Source: an optimization exercise on an open RTL-to-GDS flow (aim: small area and a short achievable clock period). Production flows keep margins and buffers that such runs may drop.
At most, simulation tests tie the RTL to the original design; equivalence was not proved.
The RTL of run 1 was laid out without a check of its function.
Power and IR drop assume default switching activity.

==> flow/design.v, too long to show whole: its modules and the start of the top module <==
// module ALU: 1991 lines
// module c_hipre: 10 lines
// module c_f0: 5 lines
// module c_f1: 5 lines
// module c_f2: 5 lines
// module c_f3: 5 lines
// module c_f4: 5 lines
// module c_f5: 5 lines
// module c_f6: 5 lines
// module c_f7: 5 lines
// module c_f8: 5 lines
// module c_f9: 5 lines
// module c_f10: 5 lines
// module c_f11: 5 lines
// module c_f12: 5 lines
// module c_f13: 5 lines
// module c_f14: 5 lines
// module c_f15: 5 lines
// module c_f16: 5 lines
// module c_f17: 5 lines
// module c_f18: 5 lines
// module c_f19: 5 lines
module ALU(X, B, R, y, valid_in, clk);
  // ...
==> flow/flow/run.sh <==
#!/bin/bash
# The standard layout, with every input and output port buffered by a
# plain buffer (buf_2) instead of the default delay-cell buffer; the
# resizer may then size these buffers like any other.
set -euo pipefail
cd "$(dirname "$0")/.."
export BUFFER_PORTS_ARGS="-buffer_cell sky130_fd_sc_hd__buf_2"
bash standard.sh > flow_standard.log 2>&1
==> flow/standard.sh <==
#!/bin/bash
# synth_recipe.tcl (not shown) runs the flow's synth.tcl, then flattens the netlist and writes it again
# the make line also repeats each setting of config.mk as NAME=value (left out here)
make -C /OpenROAD-flow-scripts/flow DESIGN_CONFIG=/design/flow/config.mk WORK_HOME=/design/flow/orfs CLKGATE_MAP_FILE= SYNTH_SCRIPT=/design/flow/synth_recipe.tcl "${@:-finish}"
==> flow/config.mk <==
export PLATFORM = sky130hd
export DESIGN_NAME = ALU
export DESIGN_NICKNAME = ALU
export VERILOG_FILES = /design/flow/design.v
export SDC_FILE = /design/flow/constraint.sdc
export NUM_CORES = 4
export LEC_CHECK = 0
export CAP_MARGIN = 20
export CORE_MARGIN = 2
export CORE_UTILIZATION = 40
export SETUP_SLACK_MARGIN = 2.5
export SLEW_MARGIN = 20
export SYNTH_HIERARCHICAL = 1
export SYNTH_MINIMUM_KEEP_SIZE = 0
==> flow/constraint.sdc <==
create_clock -name core_clock -period 10.0 [get_ports {clk}]
set_input_delay 2.0000 -clock core_clock [delete_from_list [all_inputs] [get_ports {clk}]]
set_output_delay 2.0000 -clock core_clock [all_outputs]
set_load 0.01 [all_outputs]
==> summary.txt, run 1 <==
* Per-instance average area after synthesis at just over 9 um^2
* Die Area at around 0.026 mm^2
* Commonest cells in the synthesized netlist: nand2_1 (360), fa_1 (225), nor2_1 (82)
* Async set-or-reset flop fraction in the synthesized netlist at 0%
* Tapcell count at approximately 320
* TritonRoute pass-1 iters at 5
* Longest Clk Path Bufs at 2
* Register with the most flip-flops: y
* Min-delay worst type: reg -> reg
* Total number of clock tree sinks at 39
* Critical Path AT at ~7.5 ns
* # Post-CTS Setup Buffers at 10
* Sequential standard cell area at between 700 and 800 um^2
* Clock-cell share at 1.25%
* Register-to-register path setup slack at around 7 ns
* P_clk at about 0.17 mW
* Final min period at roughly 7.3 ns
* Power Internal at ~0.86 mW
* Basic-gate share of the synthesized area counting and, or, nand and nor cells at 24.5%
* Most common cell after layout, fill and taps aside: nand2_1
* Area-dominant cell class after layout: multi-input gates
* Worst setup slack after placement at 1.52 ns
* Startpoint of the tightest hold check path: y[0]$_DFF_P_
* Cell Count, Final, Fillers Out at around 1,500
* Height of the die at 161 um
* Result of the run: finished clean
* Power attributed to sequential cells at 0.261 mW
==> run 2, diff against run 1 <==
--- a/flow/design.v
+++ b/flow/design.v
@@ -1585,73 +1585,73 @@
   c_f15 u_n1013 (.i0(n994), .i1(n995), .i2(n983), .o0(n1013));
   wire n1014;
   c_f9 u_n1014 (.i0(n996), .i1(n997), .i2(n983), .o0(n1014));
   wire n1015;
   c_f9 u_n1015 (.i0(n998), .i1(n999), .i2(n983), .o0(n1015));
   wire n1016;
   c_f8 u_n1016 (.i0(n800), .i1(n795), .o0(n1016));
   wire n1017;
-  c_f8 u_n1017 (.i0(n803), .i1(n918), .o0(n1017));
+  c_f3 u_n1017 (.i0(n803), .i1(n918), .o0(n1017));
   wire n1018;
   c_f8 u_n1018 (.i0(n806), .i1(n919), .o0(n1018));
   wire n1019;
-  c_f8 u_n1019 (.i0(n809), .i1(n948), .o0(n1019));
+  c_f3 u_n1019 (.i0(n809), .i1(n948), .o0(n1019));
   wire n1020;
   c_f8 u_n1020 (.i0(n812), .i1(n949), .o0(n1020));
   wire n1021;
-  c_f8 u_n1021 (.i0(n815), .i1(n950), .o0(n1021));
+  c_f3 u_n1021 (.i0(n815), .i1(n950), .o0(n1021));
   wire n1022;
-  c_f8 u_n1022 (.i0(n818), .i1(n951), .o0(n1022));
+  c_f3 u_n1022 (.i0(n818), .i1(n951), .o0(n1022));
   wire n1023;
-  c_f8 u_n1023 (.i0(n821), .i1(n976), .o0(n1023));
+  c_f3 u_n1023 (.i0(n821), .i1(n976), .o0(n1023));
   wire n1024;
   c_f8 u_n1024 (.i0(n824), .i1(n977), .o0(n1024));
   wire n1025;
   c_f8 u_n1025 (.i0(n827), .i1(n978), .o0(n1025));
   wire n1026;
-  c_f8 u_n1026 (.i0(n830), .i1(n979), .o0(n1026));
+  c_f3 u_n1026 (.i0(n830), .i1(n979), .o0(n1026));
   wire n1027;
   c_f8 u_n1027 (.i0(n833), .i1(n980), .o0(n1027));
   wire n1028;
-  c_f8 u_n1028 (.i0(n836), .i1(n981), .o0(n1028));
+  c_f3 u_n1028 (.i0(n836), .i1(n981), .o0(n1028));
   wire n1029;
   c_f8 u_n1029 (.i0(n839), .i1(n982), .o0(n1029));
   wire n1030;
   c_f8 u_n1030 (.i0(n842), .i1(n983), .o0(n1030));
   wire n1031;
-  c_f8 u_n1031 (.i0(n845), .i1(n1000), .o0(n1031));
+  c_f3 u_n1031 (.i0(n845), .i1(n1000), .o0(n1031));
   wire n1032;
   c_f8 u_n1032 (.i0(n848), .i1(n1001), .o0(n1032));
   wire n1033;
-  c_f8 u_n1033 (.i0(n851), .i1(n1002), .o0(n1033));
+  c_f3 u_n1033 (.i0(n851), .i1(n1002), .o0(n1033));
   wire n1034;
-  c_f8 u_n1034 (.i0(n854), .i1(n1003), .o0(n1034));
+  c_f3 u_n1034 (.i0(n854), .i1(n1003), .o0(n1034));
   wire n1035;
   c_f8 u_n1035 (.i0(n857), .i1(n1004), .o0(n1035));
   wire n1036;
-  c_f8 u_n1036 (.i0(n860), .i1(n1005), .o0(n1036));
+  c_f3 u_n1036 (.i0(n860), .i1(n1005), .o0(n1036));
   wire n1037;
   c_f8 u_n1037 (.i0(n863), .i1(n1006), .o0(n1037));
   wire n1038;
   c_f8 u_n1038 (.i0(n866), .i1(n1007), .o0(n1038));
   wire n1039;
-  c_f8 u_n1039 (.i0(n869), .i1(n1008), .o0(n1039));
+  c_f3 u_n1039 (.i0(n869), .i1(n1008), .o0(n1039));
   wire n1040;
-  c_f8 u_n1040 (.i0(n872), .i1(n1009), .o0(n1040));
+  c_f3 u_n1040 (.i0(n872), .i1(n1009), .o0(n1040));
   wire n1041;
-  c_f8 u_n1041 (.i0(n875), .i1(n1010), .o0(n1041));
+  c_f3 u_n1041 (.i0(n875), .i1(n1010), .o0(n1041));
   wire n1042;
-  c_f8 u_n1042 (.i0(n878), .i1(n1011), .o0(n1042));
+  c_f3 u_n1042 (.i0(n878), .i1(n1011), .o0(n1042));
   wire n1043;
-  c_f8 u_n1043 (.i0(n881), .i1(n1012), .o0(n1043));
+  c_f3 u_n1043 (.i0(n881), .i1(n1012), .o0(n1043));
   wire n1044;
-  c_f8 u_n1044 (.i0(n884), .i1(n1013), .o0(n1044));
+  c_f3 u_n1044 (.i0(n884), .i1(n1013), .o0(n1044));
   wire n1045;
-  c_f8 u_n1045 (.i0(n887), .i1(n1014), .o0(n1045));
+  c_f3 u_n1045 (.i0(n887), .i1(n1014), .o0(n1045));
   wire n1046;
   c_f7 u_n1046 (.i0(n19), .i1(n34), .o0(n1046));
   wire n1047;
   c_f2 u_n1047 (.i0(n19), .i1(n34), .o0(n1047));
   wire n1048;
   c_f7 u_n1048 (.i0(n50), .i1(n638), .o0(n1048));
   wire n1049;
   c_f2 u_n1049 (.i0(n50), .i1(n638), .o0(n1049));
@@ -1875,123 +1875,73 @@
   c_f11 u_n1158 (.i0(n1154), .i1(n1155), .i2(n1156), .o0(n1158));
   wire n1159;
   c_f13 u_n1159 (.i0(n1148), .i1(n1149), .i2(n1158), .o0(n1159));
   wire n1160;
   c_f9 u_n1160 (.i0(n1134), .i1(n1135), .i2(n1159), .o0(n1160));
   wire n1161;
   c_f18 u_n1161 (.i0(n733), .o0(n1161));
   wire n1162;
-  c_f18 u_n1162 (.i0(n1017), .o0(n1162));
+  c_f18 u_n1162 (.i0(n1160), .o0(n1162));
   wire n1163;
-  c_f18 u_n1163 (.i0(n1019), .o0(n1163));
+  c_f19 u_n1163 (.i0(n1015), .i1(h0[0]), .i2(h1[0]), .o0(n1163));
   wire n1164;
-  c_f18 u_n1164 (.i0(n1021), .o0(n1164));
+  c_f19 u_n1164 (.i0(n1015), .i1(h0[1]), .i2(h1[1]), .o0(n1164));
   wire n1165;
-  c_f18 u_n1165 (.i0(n1022), .o0(n1165));
+  c_f19 u_n1165 (.i0(n1015), .i1(h0[2]), .i2(h1[2]), .o0(n1165));
   wire n1166;
-  c_f18 u_n1166 (.i0(n1023), .o0(n1166));
+  c_f19 u_n1166 (.i0(n1015), .i1(h0[3]), .i2(h1[3]), .o0(n1166));
   wire n1167;
-  c_f18 u_n1167 (.i0(n1026), .o0(n1167));
+  c_f19 u_n1167 (.i0(n1015), .i1(h0[4]), .i2(h1[4]), .o0(n1167));
   wire n1168;
-  c_f18 u_n1168 (.i0(n1028), .o0(n1168));
+  c_f19 u_n1168 (.i0(n1015), .i1(h0[5]), .i2(h1[5]), .o0(n1168));
   wire n1169;
-  c_f18 u_n1169 (.i0(n1031), .o0(n1169));
-  wire n1170;
-  c_f18 u_n1170 (.i0(n1033), .o0(n1170));
-  wire n1171;
-  c_f18 u_n1171 (.i0(n1034), .o0(n1171));
-  wire n1172;
-  c_f18 u_n1172 (.i0(n1036), .o0(n1172));
-  wire n1173;
-  c_f18 u_n1173 (.i0(n1039), .o0(n1173));
-  wire n1174;
-  c_f18 u_n1174 (.i0(n1040), .o0(n1174));
-  wire n1175;
-  c_f18 u_n1175 (.i0(n1041), .o0(n1175));
-  wire n1176;
-  c_f18 u_n1176 (.i0(n1042), .o0(n1176));
-  wire n1177;
-  c_f18 u_n1177 (.i0(n1043), .o0(n1177));
-  wire n1178;
-  c_f18 u_n1178 (.i0(n1044), .o0(n1178));
-  wire n1179;
-  c_f18 u_n1179 (.i0(n1045), .o0(n1179));
-  wire n1180;
-  c_f18 u_n1180 (.i0(n1160), .o0(n1180));
-  wire n1181;
-  c_f18 u_n1181 (.i0(n1015), .o0(n1181));
-  wire n1182;
-  c_f19 u_n1182 (.i0(n1181), .i1(h1[0]), .i2(h0[0]), .o0(n1182));
-  wire n1183;
-  c_f18 u_n1183 (.i0(n1015), .o0(n1183));
-  wire n1184;
-  c_f19 u_n1184 (.i0(n1183), .i1(h1[1]), .i2(h0[1]), .o0(n1184));
-  wire n1185;
-  c_f18 u_n1185 (.i0(n1015), .o0(n1185));
-  wire n1186;
-  c_f19 u_n1186 (.i0(n1185), .i1(h1[2]), .i2(h0[2]), .o0(n1186));
-  wire n1187;
-  c_f18 u_n1187 (.i0(n1015), .o0(n1187));
-  wire n1188;
-  c_f19 u_n1188 (.i0(n1187), .i1(h1[3]), .i2(h0[3]), .o0(n1188));
-  wire n1189;
-  c_f18 u_n1189 (.i0(n1015), .o0(n1189));
-  wire n1190;
-  c_f19 u_n1190 (.i0(n1189), .i1(h1[4]), .i2(h0[4]), .o0(n1190));
-  wire n1191;
-  c_f18 u_n1191 (.i0(n1015), .o0(n1191));
-  wire n1192;
-  c_f19 u_n1192 (.i0(n1191), .i1(h1[5]), .i2(h0[5]), .o0(n1192));
-  wire n1193;
-  c_f18 u_n1193 (.i0(n1015), .o0(n1193));
-  wire n1194;
-  c_f19 u_n1194 (.i0(n1193), .i1(h1[6]), .i2(h0[6]), .o0(n1194));
+  c_f19 u_n1169 (.i0(n1015), .i1(h0[6]), .i2(h1[6]), .o0(n1169));
   wire [31:0] lo;
   assign lo[0] = n1161;
   assign lo[1] = n797;
   assign lo[2] = n1016;
-  assign lo[3] = n1162;
+  assign lo[3] = n1017;
   assign lo[4] = n1018;
-  assign lo[5] = n1163;
+  assign lo[5] = n1019;
   assign lo[6] = n1020;
-  assign lo[7] = n1164;
-  assign lo[8] = n1165;
-  assign lo[9] = n1166;
+  assign lo[7] = n1021;
+  assign lo[8] = n1022;
+  assign lo[9] = n1023;
   assign lo[10] = n1024;
   assign lo[11] = n1025;
-  assign lo[12] = n1167;
+  assign lo[12] = n1026;
   assign lo[13] = n1027;
-  assign lo[14] = n1168;
+  assign lo[14] = n1028;
   assign lo[15] = n1029;
   assign lo[16] = n1030;
-  assign lo[17] = n1169;
+  assign lo[17] = n1031;
   assign lo[18] = n1032;
-  assign lo[19] = n1170;
-  assign lo[20] = n1171;
+  assign lo[19] = n1033;
+  assign lo[20] = n1034;
   assign lo[21] = n1035;
-  assign lo[22] = n1172;
+  assign lo[22] = n1036;
   assign lo[23] = n1037;
   assign lo[24] = n1038;
-  assign lo[25] = n1173;
-  assign lo[26] = n1174;
-  assign lo[27] = n1175;
-  assign lo[28] = n1176;
-  assign lo[29] = n1177;
-  assign lo[30] = n1178;
-  assign lo[31] = n1179;
+  assign lo[25] = n1039;
+  assign lo[26] = n1040;
+  assign lo[27] = n1041;
+  assign lo[28] = n1042;
+  assign lo[29] = n1043;
+  assign lo[30] = n1044;
+  assign lo[31] = n1045;
   wire [6:0] h1, h0;
-  c_hipre u_hipre (.yh(yh), .a1(1'b0), .b0(n1180), .b1(1'b0), .h1(h1), .h0(h0));
-  assign hi[0] = n1182;
-  assign hi[1] = n1184;
-  assign hi[2] = n1186;
-  assign hi[3] = n1188;
-  assign hi[4] = n1190;
-  assign hi[5] = n1192;
-  assign hi[6] = n1194;
+  c_hipre u_hipre (.yh(yh), .a1(1'b0), .b0(n1162), .b1(1'b0), .h1(h1), .h0(h0));
+  assign hi[0] = n1163;
+  assign hi[1] = n1164;
+  assign hi[2] = n1165;
+  assign hi[3] = n1166;
+  assign hi[4] = n1167;
+  assign hi[5] = n1168;
+  assign hi[6] = n1169;
   always @(posedge clk)
     y <= {hi, lo};
 endmodule
 module c_hipre(yh, a1, b0, b1, h1, h0);
   input [6:0] yh;
   input a1, b0, b1;
   output [6:0] h1, h0;
   wire [6:0] yinc = yh + 7'd1;
==> flow/flow/run.sh (replaced) <==
#!/bin/bash
# The standard layout, with every input and output port buffered by a
# plain buffer (buf_2) instead of the default delay-cell buffer, and
# power recovery (downsizing of gates off the critical paths) after
# global routing.
set -euo pipefail
cd "$(dirname "$0")/.."
bash standard.sh "BUFFER_PORTS_ARGS=-buffer_cell sky130_fd_sc_hd__buf_2" RECOVER_POWER=100 finish > flow_standard.log 2>&1
==> summary.txt, run 2 <==
* Result of the run: finished clean
* Basic-gate share of the synthesized area counting and, or, nand and nor cells at 24.7% (+0.24 points)
* Height of the die at 160 um (-0.47%)
* Crit Path Category: in -> reg
* Wire length per cell at approximately 16 um
* Initial antenna violation count at 0
* Number of warnings printed during yosys synthesis at 7
* Final layout net count at 1,424
* Post-synthesis cell area at 0.00971 mm^2
* Port Buffers at 73
* Hpwl dp at 18.9 mm
* Clock transition at the register clock pins on the worst setup and hold paths after CTS at ~0.08 ns
* Post-Syn Instances at about 1,100
* Nets in the synthesized netlist at between 1,000 and 1,500
* Setup slack after layout at roughly 1.6 ns
* GRT met3 Usage at about 2.0%
* Final min period at 8.36 ns (+1.04 ns)
* Power Density at between 150 and 200 mW/mm^2
* Overall track demand over capacity in global routing at about a fifth
* Cell area after placement at 0.0105 mm^2
* CP Max Fanout at 16
* Slowest stage cell on the critical path: and2_0
* Post-route cell area at 0.0108 mm^2
* Fraction of power consumed by combinational cells at 72.7%
* Effective utilization at floorplan at between 40 and 50%
* Combined buffer and inverter count along the critical path at 4
* Chain of cells forming the critical path: clkbuf_1 -> nor2b_1 -> clkbuf_1 -> and2_0 -> nand2_1 -> fa_1 -> fa_1 -> fa_1 -> fa_1 -> fa_1 -> fa_1 -> nand2_1 -> a21oi_2 -> o21ai_1 -> a21oi_1 -> o21ai_4 -> clkbuf_1 -> a21oi_4 -> clkbuf_1 -> mux2_1
* Gp weighted congestion at roughly 0.85
* Final period util at 83.6%
* Async set-or-reset flop fraction in the synthesized netlist at 0% (unchanged)
* Library cell with the largest summed area after synthesis: fa_1
* Clock buffer count from CTS at 5
* Most common cell after layout, fill and taps aside: nand2_1
* Tot Pwr at around 1.8 mW
* Fraction of power consumed by sequential logic at between 10% and 20%
* Yosys top cell area share at approximately 46%
* Number of slew-limit violations in the final report at 0
* Vias in the first global route at roughly 8,000
* Sequential-to-total area share from yosys stat at around 8%
* Drt total wl at ~24 mm
* Per-instance average area after synthesis at 9.22 um^2 (+1.4%)
* Total number of clock tree sinks at 39 (unchanged)
* Routing layer with the top usage in global route: met2
* Family with the most delay on the worst path: adder cells
* Critical Path AT at 8.54 ns (+1.05 ns)
* Worst VDD drop at approximately 0.11 mV
* Max FFs per register at 39
* Sort of element at the start of the critical path: primary input
* Clock H-tree levels at 2
* Fraction of the mapped netlist area in compound gates at roughly 9.6%
* Registers with the most flip-flops: y (39)
* Library cell used as clock root buffer: clkbuf_16
* Dominant combinational cell family by area after synthesis: adder cells
* Overall via count from detail_route at roughly 7,600
* Largest net degree at the start of global routing at 40
* Proportion of power drawn by the clock network at 12.4%
* EDFF count, synth at 0
* Longest Clk Path Bufs at 2 (unchanged)
* Power Internal at 0.886 mW (+2.4%)
* Setup-violating endpoint count in the final report at 0
* Static Leakage at around 3.1 nW
* Commonest cells in the synthesized netlist: nand2_1 (360), fa_1 (225), nor2_1 (82)
* TritonRoute pass-1 iters at 5 (unchanged)
* Critical Path Sink Type: flip-flop
* Horizontal extent of the die at around 160 um
* Most common cell in the synthesized netlist: nand2_1
* Clock Skews at around 0.011 ns
* Adder-Cell Fraction of Synth Area at about 47%
* Leading cell types in the layout, fill and taps excluded: nand2_1 (359), fa_1 (225), nor2_1 (79)
* Most used DFF post-synth: dfxtp_1
* Row cnt at 57
* Total grt overflow at 0
* Max capacitance violation total at 0
* Post-synthesis xor/xnor area fraction at 8.03%
* TritonCTS clock tree: yes
* Transition time at the pin with the least slew margin at 1.06 ns
* Synth unique cells at 35
* Antenna cell count at 0
* Slowest cell delay on critical path at 0.89 ns
* Portion of netlist area occupied by mux cells at under 10%
* Net switching power at a little under 0.9 mW
* Vias per std cell at roughly 5.1
* Worst-Skew Late Latency at 0.31 ns
* Area growth from synthesis to layout at 11.2%
* Ranking of synthesized cells by area: fa_1 (46%), nand2_1 (14%), dfxtp_1 (8.0%)
* Setup total negative slack at 0 ns
* Fmax at 120 MHz
* Iter 0 DRT Violations at 372
* Fraction of layout cells with a size suffix above 1 at between 10% and 20%
* Switching Fraction at roughly 50%
* Worst setup slack after placement at 1.68 ns (+0.163 ns)
* RSZ-0062 raised after global routing: false
* IO Count at between 70 and 80
* Global-route track usage on met2 at 36.2%
* Min-delay worst type: reg -> reg
* Required @ worst endpoint at roughly 10 ns
* Worst rel slew slack at between 20 and 30%
* Die Area at 0.0255 mm^2 (-0.93%)
* Drc violations at 0
* Standard cell core area at ~0.024 mm^2
* Register with the most flip-flops: y
* First-pass GRT wire length at between 40 and 50 mm
* Post-synthesis register bit count at 39
* Endpoints failing hold at 0
* Number of antenna-violating nets in the routed design at 0
* Met1 track demand over resource at between 20% and 30%
* Most frequent cell on the critical path: fa_1
==> run 2: changes by cell type after synthesis, sizes merged <==
cell | before | now
inv | 55 | 30
xnor2 | 21 | 39
xor2 | 68 | 50
==> run 2: metrics by stage <==
step / std cells / hold WS (ns) / utilization (%)
finish: 1487 / 0.547 / 44.8
global route: 1487 / 0.595 / 44.8
CTS: 1472 / 0.546 / 45.0
detailed placement: 1452 / 0.521 / 43.6
global placement: 1452 / 0.517 / 43.6
floorplan: 1054 / 0.541 / -
==> run 2: worst min-delay path, stage by stage, from the launching register on <==
cell and delay (ns):
dfxtp_1 0.32, nand2b_1 0.10, xnor2_1 0.07, inv_1 0.04
==> run 2: cell type report <==
type	instances	area, um^2
Fill cell	2460	13300
Multi-Input combinational cell	981	8790
Sequential cell	39	781
Timing Repair Buffer	105	537
Tap cell	324	405
Clock buffer	6	139
Inverter	30	113
Clock inverter	2	38.8
==> run 2: worst paths after layout <==
kind | to | startpoint | cells after the start | slack (ns)
max | y[37]$_DFF_P_ | R | 20 | 1.64
min | y[0]$_DFF_P_ | y[0]$_DFF_P_ | 3 | 0.55
max reg2reg | y[37]$_DFF_P_ | y[5]$_DFF_P_ | 12 | 6.52
min reg2reg | y[0]$_DFF_P_ | y[0]$_DFF_P_ | 3 | 0.55
==> run 2: per-layer routing <==
| metal | routed length, um | vias up |
|---|---|---|
| met3 | 727 | 23 |
| li1 | - | 3523 |
| met2 | 13000 | 152 |
| met5 | 0 | - |
| met1 | 10200 | 3875 |
| met4 | 418 | 0 |
==> run 2: kinds of logic (layout without fill, tap and decap cells) <==
family | after synthesis | in the layout
AO/OA/AOI/OAI | 115 | 115
XOR/XNOR | 89 | 89
adder cells (fa/ha/maj) | 227 | 227
buffers and inverters | 34 | 143
flip-flops | 39 | 39
multiplexers | 9 | 9
other | 1 | 1
AND/OR/NAND/NOR | 540 | 540
==> run 2: timing repair <==
action / in CTS / in global routing
hold endpoints to repair: 0 / 0
buffers inserted: 12 / 15
hold buffers: 0 / 0
setup endpoints to repair: 19 / 19
pin swaps: 7 / 3
gates resized for setup: 18 / 9
==> run 2: Yosys stat by module (local to each module, per instance), excerpt <==
| module | area, um^2 | times used |
|---|---|---|
| c_f11 | 12.5 | 14 |
| c_f13 | 5.00 | 24 |
| c_f14 | 3.75 | 19 |
| c_f15 | 11.3 | 8 |
| c_f17 | 12.5 | 2 |
| c_f19 | 15.0 | 7 |
| c_f2 | 3.75 | 356 |
==> run 2: power groups by stage <==
stage | clock (mW) | combinational, mW | sequential (mW)
floorplan | 0 | 0.956 | 0.290
detailed placement | 0 | 1.25 | 0.265
CTS | 0.227 | 1.29 | 0.262
global route | 0.227 | 1.44 | 0.271
finish | 0.218 | 1.28 | 0.262
global placement | 0 | 1.24 | 0.264
==> run 3, diff against run 2 <==
==> flow/flow/run.sh (replaced) <==
#!/bin/bash
# The standard layout, with every input and output port buffered by a
# plain buffer (buf_2) instead of the default delay-cell buffer; the
# resizer may then size these buffers like any other.
set -euo pipefail
cd "$(dirname "$0")/.."
export BUFFER_PORTS_ARGS="-buffer_cell sky130_fd_sc_hd__buf_2"
bash standard.sh > flow_standard.log 2>&1
--- a/flow/config.mk
+++ b/flow/config.mk
@@ -8,7 +8,7 @@
 export CAP_MARGIN = 20
 export CORE_MARGIN = 2
 export CORE_UTILIZATION = 40
-export SETUP_SLACK_MARGIN = 2.5
+export SETUP_SLACK_MARGIN = 3.5
 export SLEW_MARGIN = 20
 export SYNTH_HIERARCHICAL = 1
 export SYNTH_MINIMUM_KEEP_SIZE = 0
==> summary.txt, run 3 <==
* Setup slack after layout at 2.93 ns (+1.29 ns)
* TritonCTS clock tree: yes
* Post-synthesis register bit count at 39 (unchanged)
* Area growth from synthesis to layout at 23.5%
* Worst-Skew Late Latency at 0.31 ns (about the same)
* Hpwl dp at 18.7 mm (-1.2%)
* Worst VDD drop at 0.140 mV (+25%)
* Final period util at 70.7% (-13 points)
* Leading cell types in the layout, fill and taps excluded: nand2_1 (335), fa_1 (188), buf_4 (73)
* Transition time at the pin with the least slew margin at 0.671 ns (-0.393 ns)
* IO Count at 74 (unchanged)
* Largest net degree at the start of global routing at 40 (unchanged)
* Post-Syn Instances at 1,054 (unchanged)
* Setup total negative slack at 0 ns (unchanged)
* Fmax at 142 MHz (+18%)
* Vias in the first global route at 8,271 (+4.2%)
* CP Max Fanout at 7 (-9)
* Register-to-register path setup slack at 7.08 ns (+0.56 ns)
* Number of antenna-violating nets in the routed design at 0 (unchanged)
* First-pass GRT wire length at 41.1 mm (+1.5%)
* TritonRoute pass-1 iters at 5 (unchanged)
* Effective utilization at floorplan at 40.3% (unchanged)
* Clock transition at the register clock pins on the worst setup and hold paths after CTS at 0.08 ns (about the same)
* Per-instance average area after synthesis at 9.22 um^2 (unchanged)
* Worst setup slack after placement at 1.92 ns (+0.234 ns)
* Max FFs per register at 39 (unchanged)
* Overall via count from detail_route at 7,851 (+3.7%)
* Worst rel slew slack at 55.1% (+26 points)
* Height of the die at 160 um (unchanged)
* Worst hold margin at 0.543 ns (-0.00372 ns)
* Port Buffers at 73 (unchanged)
* Longest Clk Path Bufs at 2 (unchanged)
* Required @ worst endpoint at 10.19 ns (about the same)
* Clock buffer count from CTS at 5 (unchanged)
* Async set-or-reset flop fraction in the synthesized netlist at 0% (unchanged)
* RSZ-0062 raised after global routing: true
* Drc violations at 0 (unchanged)
* Number of slew-limit violations in the final report at 0 (unchanged)
* Row cnt at 57 (unchanged)
* Sequential-to-total area share from yosys stat at 8.04% (unchanged)
* Critical Path AT at 7.26 ns (-1.28 ns)
* Ranking of synthesized cells by area: fa_1 (46%), nand2_1 (14%), dfxtp_1 (8.0%)
* Nets in the synthesized netlist at 1,316 (unchanged)
* Number of warnings printed during yosys synthesis at 7 (unchanged)
* Power Density at 182 mW/mm^2 (+11%)
* Total number of clock tree sinks at 39 (unchanged)
* Die Area at 0.0255 mm^2 (unchanged)
* Gp weighted congestion at 0.844 (-0.24%)
* Wire length per cell at 16.2 um (-0.71%)
* Final layout net count at 1,492 (+4.8%)
* Static Leakage at 3.74 nW (+21%)
* Library cell used as clock root buffer: clkbuf_16
* Vias per std cell at 5.05 (-0.86%)
* Initial antenna violation count at 0 (unchanged)
* Setup-violating endpoint count in the final report at 0 (unchanged)
* Horizontal extent of the die at 160 um (unchanged)
* Most used DFF post-synth: dfxtp_1
* Sort of element at the start of the critical path: primary input
* Synth unique cells at 35 (unchanged)
* Post-synthesis cell area at 0.00971 mm^2 (unchanged)
* Antenna cell count at 0 (unchanged)
* Crit Path Category: in -> reg
* Drt total wl at 25.2 mm (+3.8%)
* Total grt overflow at 0 (unchanged)
* Clock H-tree levels at 2 (unchanged)
* Result of the run: finished clean
* Max capacitance violation total at 0 (unchanged)
* Min-delay worst type: reg -> reg
* Endpoints failing hold at 0 (unchanged)
* Startpoint of the lowest-slack register-to-register path: y[1]$_DFF_P_
* Most common cell in the synthesized netlist: nand2_1
* Tot Pwr at 2.18 mW (+24%)
* Iter 0 DRT Violations at 394 (+5.9%)
* Critical Path Sink Type: flip-flop
* Clock Skews at 0.0112 ns (-0.0000281 ns)
* EDFF count, synth at 0 (unchanged)
* Library cell with the largest summed area after synthesis: fa_1
* Standard cell core area at 0.0241 mm^2 (unchanged)
* Most common cell after layout, fill and taps aside: nand2_1
* Commonest cells in the synthesized netlist: nand2_1 (360), fa_1 (225), nor2_1 (82)
* Yosys top cell area share at 46.4% (unchanged)
* Setup crit start: R
* Startpoint of the tightest hold check path: y[0]$_DFF_P_
* Registers with the most flip-flops: y (39)
* Fraction of layout cells with a size suffix above 1 at 32.7% (+17 points)
* Final min period at 7.07 ns (-1.29 ns)
* Register with the most flip-flops: y
* Overall track demand over capacity in global routing at 20.2% (+0.34 points)
run 3: cell counts after synthesis:
Identical to the previous run, type by type.
run 3: power by group:
group | internal, mW | leakage, nW | switching, mW
clock | 0.120 | 0.0804 | 0.0937
combinational | 0.789 | 3.34 | 0.913
sequential | 0.229 | 0.326 | 0.0341
run 3: path summary, 6_finish.rpt:
kind,depth (start not counted),endpoint
worst min-delay path,3,y[0]$_DFF_P_
worst max register to register,14,y[24]$_DFF_P_
worst max-delay path,20,y[38]$_DFF_P_
worst min register to register,3,y[0]$_DFF_P_
run 3: cell type report:
class	count	area, um^2
Multi-Input combinational cell	983	9250
Tap cell	324	405
Clock buffer	5	125
Inverter	30	113
Sequential cell	39	781
Fill cell	2283	12100
Timing Repair Buffer	171	1280
Clock inverter	3	46.3
run 3: per-stage QoR:
step,cells,instance area [um^2],utilization [%]
2_1_floorplan,1054,9820,-
3_3_place_gp,1449,10600,43.8
3_5_place_dp,1449,10600,43.8
4_1_cts,1520,11500,47.7
5_1_grt,1555,12000,49.8
6_report,1555,12000,49.8
run 3: modules after synthesis (local to each module, per instance), a selection:
| module | cell area, um^2 | copies in the design |
|---|---|---|
| c_f0 | 13.8 | 1 |
| c_f3 | 8.76 | 34 |
| c_f15 | 11.3 | 8 |
| c_f10 | 12.5 | 9 |
| c_f19 | 15.0 | 7 |
| c_f11 | 12.5 | 14 |
| ALU | 828 | 1 |
| c_hipre | 380 | 1 |
| c_f9 | 8.76 | 51 |
| c_f8 | 8.76 | 43 |
| c_f1 | 6.26 | 16 |
| c_f4 | 6.26 | 16 |
| c_f14 | 3.75 | 19 |
run 3: metal layers:
layer	global-route usage, %	part of all wire [%]
met1	25.3	40
met2	35.9	52
met3	2.36	4.7
met4	7.08	3.1
met5	0	0
run 3: logic make-up (layout without fill, tap and decap cells):
| kind of cell | Yosys count | after routing | synth area share (%) |
|---|---|---|---|
| simple gates | 540 | 542 | 24.7 |
| fa+ha+maj | 227 | 227 | 46.6 |
| compound gates | 115 | 115 | 9.62 |
| xor+xnor | 89 | 89 | 8.03 |
| flops | 39 | 39 | 8.04 |
| buf+inv | 34 | 209 | 1.58 |
| mux | 9 | 9 | 1.31 |
| other cells | 1 | 1 | 0.0386 |
run 3: repair_timing:
item                                    4_1_cts  5_1_grt
setup buffers                                62       34
cloned                                        1        1
resized for setup                            75       67
hold buffers                                  0        0
pin swaps                                    35       49
endpoints found under the setup margin       27       27
run 3: critical path, cell delays in order:
cell,delay (ns)
buf_12,0.12
nor2b_4,0.18
and2_4,0.19
buf_4,0.12
nand2_1,0.06
fa_1,0.51
fa_1,0.45
fa_1,0.50
fa_2,0.36
fa_1,0.50
fa_2,0.47
fa_2,0.62
nand2_4,0.08
a21oi_4,0.19
o21ai_4,0.09
a21oi_4,0.16
o21ai_2,0.09
a21oi_4,0.13
buf_12,0.15
mux2_4,0.29
==> run 4, diff against run 3 <==
--- a/flow/config.mk
+++ b/flow/config.mk
@@ -8,7 +8,7 @@
 export CAP_MARGIN = 20
 export CORE_MARGIN = 2
 export CORE_UTILIZATION = 40
-export SETUP_SLACK_MARGIN = 3.5
+export SETUP_SLACK_MARGIN = 3
 export SLEW_MARGIN = 20
 export SYNTH_HIERARCHICAL = 1
 export SYNTH_MINIMUM_KEEP_SIZE = 0
==> summary.txt, run 4 <==
* Critical Path AT at 7.34 ns (+0.08 ns)
* Static Leakage at 3.43 nW (-8.5%)
* Clock H-tree levels at 2 (unchanged)
* Final period util at 71.5% (+0.87 points)
* Worst-Skew Late Latency at 0.30 ns (about the same)
* Final min period at 7.15 ns (+0.0868 ns)
* Clock buffer count from CTS at 5 (unchanged)
* Startpoint of the lowest-slack register-to-register path: y[1]$_DFF_P_
* Critical Path Sink Type: flip-flop
* Horizontal extent of the die at 160 um (unchanged)
* Per-instance average area after synthesis at 9.22 um^2 (unchanged)
* First-pass GRT wire length at 40.4 mm (-1.8%)
* Fmax at 140 MHz (-1.2%)
* RSZ-0062 raised after global routing: true
* Die Area at 0.0255 mm^2 (unchanged)
* Row cnt at 57 (unchanged)
* Library cell with the largest summed area after synthesis: fa_1
* Overall via count from detail_route at 7,599 (-3.2%)
* Post-route cell area at 0.0114 mm^2 (-4.9%)
* Slowest cell delay on critical path at 0.61 ns (about the same)
* Effective utilization at floorplan at 40.3% (unchanged)
* Clock transition at the register clock pins on the worst setup and hold paths after CTS at 0.07 ns (about the same)
* Fraction of layout cells with a size suffix above 1 at 27.3% (-5.3 points)
* Nets in the synthesized netlist at 1,316 (unchanged)
* Synth unique cells at 35 (unchanged)
* Post-synthesis cell area at 0.00971 mm^2 (unchanged)
* Drc violations at 0 (unchanged)
* Total grt overflow at 0 (unchanged)
* Setup-violating endpoint count in the final report at 0 (unchanged)
* Yosys top cell area share at 46.4% (unchanged)
* Power Density at 173 mW/mm^2 (-4.7%)
* EDFF count, synth at 0 (unchanged)
* Most frequent cell on the critical path: fa_1
* Port Buffers at 73 (unchanged)
* Critical register-to-register path endpoint: y[36]$_DFF_P_
* Registers with the most flip-flops: y (39)
* Crit Path Category: in -> reg
* Most common cell in the synthesized netlist: nand2_1
* Total number of clock tree sinks at 39 (unchanged)
* Result of the run: finished clean
* Worst-case reg-to-reg path depth at 11 (-3)
* Sequential-to-total area share from yosys stat at 8.04% (unchanged)
* Worst rel slew slack at 57.1% (+2.0 points)
* Longest Clk Path Bufs at 2 (unchanged)
* Clock Skews at 0.00896 ns (-0.00227 ns)
* Commonest cells in the synthesized netlist: nand2_1 (360), fa_1 (225), nor2_1 (82)
* Ranking of synthesized cells by area: fa_1 (46%), nand2_1 (14%), dfxtp_1 (8.0%)
* Sequential standard cell area at 781 um^2 (unchanged)
* Largest net degree at the start of global routing at 40 (unchanged)
* Sort of element at the start of the critical path: primary input
* Overall track demand over capacity in global routing at 19.9% (-0.25 points)
* Worst setup slack after placement at 1.94 ns (+0.0212 ns)
* Transition time at the pin with the least slew margin at 0.642 ns (-0.0292 ns)
* Height of the die at 160 um (unchanged)
* Wire length per cell at 16.4 um (+0.79%)
* Worst hold margin at 0.538 ns (-0.00515 ns)
* CP Max Fanout at 7 (unchanged)
* Register-to-register path setup slack at 7.13 ns (+0.05 ns)
* Finished Core Util at 47.3% (-2.5 points)
* Endpoint of the worst setup timing path: y[36]$_DFF_P_
* Setup crit start: R
* Number of slew-limit violations in the final report at 0 (unchanged)
* Worst VDD drop at 0.136 mV (-3.0%)
* Number of antenna-violating nets in the routed design at 0 (unchanged)
* Vias per std cell at 5.07 (+0.41%)
* Number of warnings printed during yosys synthesis at 7 (unchanged)
* Post-synthesis register bit count at 39 (unchanged)
* Vias in the first global route at 8,093 (-2.2%)
* Chain of cells forming the critical path: buf_12 -> nor2b_4 -> buf_6 -> and2_4 -> nand2_1 -> fa_1 -> fa_1 -> fa_1 -> fa_2 -> fa_1 -> fa_1 -> fa_2 -> nand2_4 -> a21oi_4 -> o21ai_4 -> a21oi_4 -> o21ai_2 -> a21oi_4 -> buf_12 -> mux2_4
* Iter 0 DRT Violations at 367 (-6.9%)
* Most common cell after layout, fill and taps aside: nand2_1
* Area occupied by multi-input gates at 0.00914 mm^2 (-1.2%)
* Final layout net count at 1,436 (-3.8%)
* TritonCTS clock tree: yes
* Number of inserted filler cells in the final layout at 2,337 (+2.4%)
* Leading cell types in the layout, fill and taps excluded: nand2_1 (338), fa_1 (202), buf_2 (71)
* Most used DFF post-synth: dfxtp_1
* Initial antenna violation count at 0 (unchanged)
* Drt total wl at 24.5 mm (-2.8%)
* Async set-or-reset flop fraction in the synthesized netlist at 0% (unchanged)
* Setup slack after layout at 2.85 ns (-0.0868 ns)
* Slowest stage cell on the critical path: fa_2
* Max FFs per register at 39 (unchanged)
* Cell area after placement at 0.0106 mm^2 (about the same)
* Required @ worst endpoint at 10.18 ns (about the same)
* Endpoints failing hold at 0 (unchanged)
* IO Count at 74 (unchanged)
* Setup total negative slack at 0 ns (unchanged)
* Library cell used as clock root buffer: clkbuf_16
* Register with the most flip-flops: y
* Antenna cell count at 0 (unchanged)
* Area growth from synthesis to layout at 17.4%
* Min-delay worst type: reg -> reg
* Max capacitance violation total at 0 (unchanged)
* Number of buffers added to fix hold violations after cts at 0 (unchanged)
* Gp weighted congestion at 0.859 (+1.8%)
* Post-Syn Instances at 1,054 (unchanged)
* TritonRoute pass-1 iters at 8 (+3)
* Standard cell core area at 0.0241 mm^2 (unchanged)
* Hpwl dp at 19.2 mm (+2.4%)
==> run 4: cell counts after synthesis <==
No cell type changed its count.
==> run 4: where the power goes <==
part           switching, mW  internal, mW  leakage (nW)
Clock                 0.0803         0.143        0.0900
Combinational          0.847         0.640          3.01
Sequential            0.0347         0.229         0.326
==> run 4: worst min-delay path by stage <==
stage / from / endpoint / slack (ns) / depth (start not counted)
after floorplan: y[0]$_DFF_P_ / y[0]$_DFF_P_ / 0.54 / 3
after global placement: y[0]$_DFF_P_ / y[0]$_DFF_P_ / 0.52 / 3
after detailed placement: y[0]$_DFF_P_ / y[0]$_DFF_P_ / 0.52 / 3
after CTS: y[0]$_DFF_P_ / y[0]$_DFF_P_ / 0.55 / 3
after global routing: y[0]$_DFF_P_ / y[0]$_DFF_P_ / 0.58 / 3
final: y[0]$_DFF_P_ / y[0]$_DFF_P_ / 0.54 / 3
==> run 4: repair_timing <==
| action | in CTS | in global routing |
|---|---|---|
| endpoints found under the setup margin | 23 | 23 |
| resized for setup | 41 | 59 |
| pin swaps | 22 | 32 |
| buffers inserted | 28 | 14 |
| endpoints found under the hold margin | 0 | 0 |
==> run 4: cells by family after synthesis <==
group | Yosys count | synth area share (%)
xor gates and xnor gates | 89 | 8.03
DFF | 39 | 8.04
AOI/OAI and AO/OA | 115 | 9.62
other | 1 | 0.0386
and+or+nand+nor | 540 | 24.7
adders and majority gates | 227 | 46.6
muxes | 9 | 1.31
buffers and inverters | 34 | 1.58
==> run 4: critical path: cells and delay by family <==
family | cells | cell delay [ns]
AOI/OAI and AO/OA | 5 | 0.66
adders and majority gates | 7 | 3.46
buffers and inverters | 3 | 0.40
muxes | 1 | 0.29
and+or+nand+nor | 4 | 0.52
==> run 4: metal layers <==
metal | wire (um) | part of all wire (%) | global-route usage (%) | vias up
met5 | 0 | 0 | 0 | -
met4 | 945 | 3.9 | 8.19 | 0
met3 | 1040 | 4.2 | 2.21 | 49
met2 | 12700 | 52 | 34.8 | 212
met1 | 9810 | 40 | 25.2 | 3802
li1 | - | - | - | 3536
==> run 4: per-stage QoR <==
step | std cells | total power [mW]
floorplan | 1054 | 1.28
finish | 1499 | 1.97
detailed placement | 1449 | 1.54
CTS | 1485 | 1.87
global placement | 1449 | 1.52
global route | 1499 | 2.16
==> run 4: Yosys stat by module (local to each module, per instance), excerpt <==
module	cells	cell area, um^2
c_f8	1	8.76
c_f2	1	3.75
c_f6	1	6.26
c_f11	2	12.5
c_f14	1	3.75
c_f0	1	13.8
c_f5	1	20.0
c_f10	2	12.5
c_f17	2	12.5
==> run 4: cell type report <==
class | count | share of cell area (%)
Tap cell | 324 | 3.56
Timing Repair Buffer | 117 | 6.80
Sequential cell | 39 | 6.85
Multi-Input combinational cell | 981 | 80.1
Clock buffer | 5 | 1.10
Clock inverter | 3 | 0.593
Inverter | 30 | 0.988
==> run 5, diff against run 4 <==
--- a/flow/config.mk
+++ b/flow/config.mk
@@ -7,7 +7,7 @@
 export LEC_CHECK = 0
 export CAP_MARGIN = 20
 export CORE_MARGIN = 2
-export CORE_UTILIZATION = 40
+export CORE_UTILIZATION = 60
 export SETUP_SLACK_MARGIN = 3
 export SLEW_MARGIN = 20
 export SYNTH_HIERARCHICAL = 1
==> summary.txt, run 5 <==
* Area occupied by multi-input gates at 0.00912 mm^2 (-0.16%)
* Register-to-register path setup slack at 7.11 ns (-0.02 ns)
* TritonCTS clock tree: yes
* Sequential-to-total area share from yosys stat at 8.04% (unchanged)
* Final period util at 72.5% (+0.98 points)
* Fraction of layout cells with a size suffix above 1 at 28.1% (+0.82 points)
* Number of antenna-violating nets in the routed design at 0 (unchanged)
* Final layout net count at 1,455 (+1.3%)
* Height of the die at 131 um (-18%)
* Antenna cell count at 0 (unchanged)
* Effective utilization at floorplan at 61.4% (+21 points)
* Total instance count after detailed placement at 1,340 (-7.5%)
* Horizontal extent of the die at 131 um (-18%)
* Register with the most flip-flops: y
* Most used DFF post-synth: dfxtp_1
* Tot Pwr at 1.94 mW (-1.9%)
* Overall track demand over capacity in global routing at 30.8% (+11 points)
* Yosys top cell area share at 46.4% (unchanged)
* Largest net degree at the start of global routing at 40 (unchanged)
* Nets in the synthesized netlist at 1,316 (unchanged)
* Drc violations at 0 (unchanged)
* Async set-or-reset flop fraction in the synthesized netlist at 0% (unchanged)
* Library cell used as clock root buffer: clkbuf_16
* Initial antenna violation count at 0 (unchanged)
* Crit Path Category: in -> reg
* CP Max Fanout at 8 (+1)
* Registers with the most flip-flops: y (39)
* Number of inserted filler cells in the final layout at 1,230 (-47%)
* Port Buffers at 73 (unchanged)
* Leading cell types in the layout, fill and taps excluded: nand2_1 (339), fa_1 (205), nor2_1 (73)
* Transition time at the pin with the least slew margin at 0.675 ns (+0.0329 ns)
* Drt total wl at 25.8 mm (+5.2%)
* Total grt overflow at 0 (unchanged)
* Library cell with the largest summed area after synthesis: fa_1
* Number of slew-limit violations in the final report at 0 (unchanged)
* Setup total negative slack at 0 ns (unchanged)
* Longest Clk Path Bufs at 2 (unchanged)
* RSZ-0062 raised after global routing: true
* Gp weighted congestion at 0.847 (-1.4%)
* Iter 0 DRT Violations at 407 (+11%)
* Sequential standard cell area at 781 um^2 (unchanged)
* Cell Count, Final, Fillers Out at 1,410 (-5.9%)
* IO Count at 74 (unchanged)
* Clock Skews at 0.00606 ns (-0.00290 ns)
* Total number of clock tree sinks at 39 (unchanged)
* Result of the run: finished clean
* Most common cell after layout, fill and taps aside: nand2_1
* Die Area at 0.0172 mm^2 (-33%)
* Post-route cell area at 0.0114 mm^2 (-0.16%)
* Power Density at 170 mW/mm^2 (-1.8%)
* Commonest cells in the synthesized netlist: nand2_1 (360), fa_1 (225), nor2_1 (82)
* Worst VDD drop at 0.182 mV (+34%)
* Final min period at 7.25 ns (+0.0984 ns)
* Critical Path AT at 7.43 ns (+0.09 ns)
* Most common cell in the synthesized netlist: nand2_1
* Synth unique cells at 35 (unchanged)
* Standard cell core area at 0.0158 mm^2 (-34%)
* Post-synthesis cell area at 0.00971 mm^2 (unchanged)
* TritonRoute pass-1 iters at 5 (-3)
* Clock buffer count from CTS at 5 (unchanged)
* Post-Syn Instances at 1,054 (unchanged)
* Fmax at 138 MHz (-1.4%)
* Area growth from synthesis to layout at 17.2%
* Max FFs per register at 39 (unchanged)
* Post-synthesis register bit count at 39 (unchanged)
* Overall via count from detail_route at 7,861 (+3.4%)
* Wire length per cell at 18.3 um (+12%)
* Clock transition at the register clock pins on the worst setup and hold paths after CTS at 0.07 ns (about the same)
* Row cnt at 46 (-19%)
* Worst-Skew Late Latency at 0.29 ns (about the same)
* Endpoints failing hold at 0 (unchanged)
* Cell area after placement at 0.0104 mm^2 (-1.4%)
* Number of warnings printed during yosys synthesis at 7 (unchanged)
* Critical Path Sink Type: flip-flop
* Static Leakage at 3.50 nW (+2.2%)
* EDFF count, synth at 0 (unchanged)
* Max capacitance violation total at 0 (unchanged)
* Vias in the first global route at 8,270 (+2.2%)
* Sort of element at the start of the critical path: primary input
* Clock H-tree levels at 2 (unchanged)
* Required @ worst endpoint at 10.17 ns (about the same)
* Worst rel slew slack at 54.9% (-2.2 points)
* First-pass GRT wire length at 41.9 mm (+3.7%)
* Per-instance average area after synthesis at 9.22 um^2 (unchanged)
* Vias per std cell at 5.58 (+10%)
* Setup-violating endpoint count in the final report at 0 (unchanged)
* Min-delay worst type: reg -> reg
* Ranking of synthesized cells by area: fa_1 (46%), nand2_1 (14%), dfxtp_1 (8.0%)
* Hpwl dp at 19.0 mm (-0.74%)
-- run 5: cell types whose count changed in the layout (fill, tap and decap cells not counted), sizes merged --
cell and delta:
buf +18, and2 +1, clkinvlp +1, inv +1
bufinv -2
-- run 5: logic make-up after synthesis --
logic type / after synthesis / share of synthesized area, %
DFF: 39 / 8.04
adders and majority gates: 227 / 46.6
and+or+nand+nor: 540 / 24.7
muxes: 9 / 1.31
buffers and inverters: 34 / 1.58
AOI/OAI and AO/OA: 115 / 9.62
xor gates and xnor gates: 89 / 8.03
other: 1 / 0.0386
-- run 5: critical path, cell delays in order --
cell and delay [ns]:
buf_12 0.11, nor2b_4 0.12, buf_12 0.13, buf_8 0.12
and2_4 0.20, buf_6 0.12, nand2_2 0.06, or2_1 0.27
fa_1 0.61, fa_2 0.48, fa_2 0.37, fa_1 0.50
fa_2 0.53, fa_2 0.65, nor2_4 0.06, a21oi_4 0.17
o21ai_4 0.10, a21oi_4 0.17, o21ai_2 0.08, a21oi_4 0.13
buf_12 0.15, mux2_4 0.29
-- run 5: worst paths after layout --
check | endpoint | start | cells after the start
worst max register to register | y[32]$_DFF_P_ | y[3]$_DFF_P_ | 10
worst min register to register | y[0]$_DFF_P_ | y[0]$_DFF_P_ | 3
worst min-delay path | y[0]$_DFF_P_ | y[0]$_DFF_P_ | 3
worst max-delay path | y[32]$_DFF_P_ | R | 22
-- run 5: metrics by stage --
step	utilization (%)	hold WS [ns]	setup WS [ns]
finish	71.9	0.565	2.75
global route	71.9	0.598	2.65
CTS	69.5	0.557	2.86
detailed placement	65.8	0.536	1.86
global placement	65.8	0.518	1.95
floorplan	-	0.541	2.68
-- run 5: cell type report --
cell class | instances | area share [%]
multi-input combinational | 982 | 80.1
timing repair buffer | 135 | 8.35
sequential | 39 | 6.86
tap | 216 | 2.37
clock buffer | 5 | 1.10
inverter | 30 | 0.989
clock inverter | 3 | 0.209
-- run 5: repair_timing --
| item | in CTS | in global routing |
|---|---|---|
| cloned | 0 | 1 |
| pin swaps | 25 | 37 |
| setup buffers | 37 | 24 |
| hold buffers | 0 | 0 |
| endpoints found under the setup margin | 23 | 23 |
| gates resized for setup | 46 | 54 |
-- run 5: metal layers --
metal,global-route usage (%),share of wire (%),vias to the layer above
met5,0,0,-
met4,7.55,2.7,0
met3,6.02,6.9,78
met2,54.4,52,305
met1,39.1,38,3900
li1,-,-,3578
-- run 5: per-module statistics from Yosys (local to each module, per instance), excerpt --
module / cell area (um^2) / copies in the design / flops+latches
c_f5: 20.0 / 225 / 0
ALU: 828 / 1 / 39
c_hipre: 380 / 1 / 0
c_f9: 8.76 / 51 / 0
c_f16: 13.8 / 3 / 0
c_f18: 3.75 / 2 / 0
c_f7: 3.75 / 61 / 0
c_f3: 8.76 / 34 / 0
c_f0: 13.8 / 1 / 0
-- run 5: power breakdown --
part | leakage [nW] | internal (mW) | switching (mW) | total [mW]
logic | 3.11 | 0.644 | 0.866 | 1.51
clock network | 0.0664 | 0.0935 | 0.0733 | 0.167
registers | 0.326 | 0.229 | 0.0313 | 0.260

-- re-timing with driven ports --
The flow's constraints put no driver on any port. The routed layouts listed below were extracted and timed again, unchanged, in two steps. Step 1 assumes that a clkbuf_16 drives the clock port and a buf_2 every other input. Step 2, shift: input delay + t, output delay - t, t = (earliest + latest rising clock arrival at the registers) / 2. This alone moves slack from input paths to output paths. a / b / c = ideal / step 1 / step 2; a / b = the first two.
| run | shift t [ns] | slack for setup (ns) | worst setup path at the end |
|---|---|---|---|
| run 1 | 0.340 | 2.688 / 2.714 / 2.374 | input to register |
| run 2 | 0.353 | 1.644 / 1.670 / 1.317 | input to register |
| run 3 | 0.349 | 2.933 / 2.932 / 2.584 | input to register |
| run 4 | 0.343 | 2.846 / 2.843 / 2.500 | input to register |
| run 5 | 0.320 | 2.748 / 2.718 / 2.398 | input to register |
After both steps setup and hold are still met in every run listed. The setup slack of run 5, which loses most, moves by -0.030 ns with the drivers and by -0.350 ns with both steps.
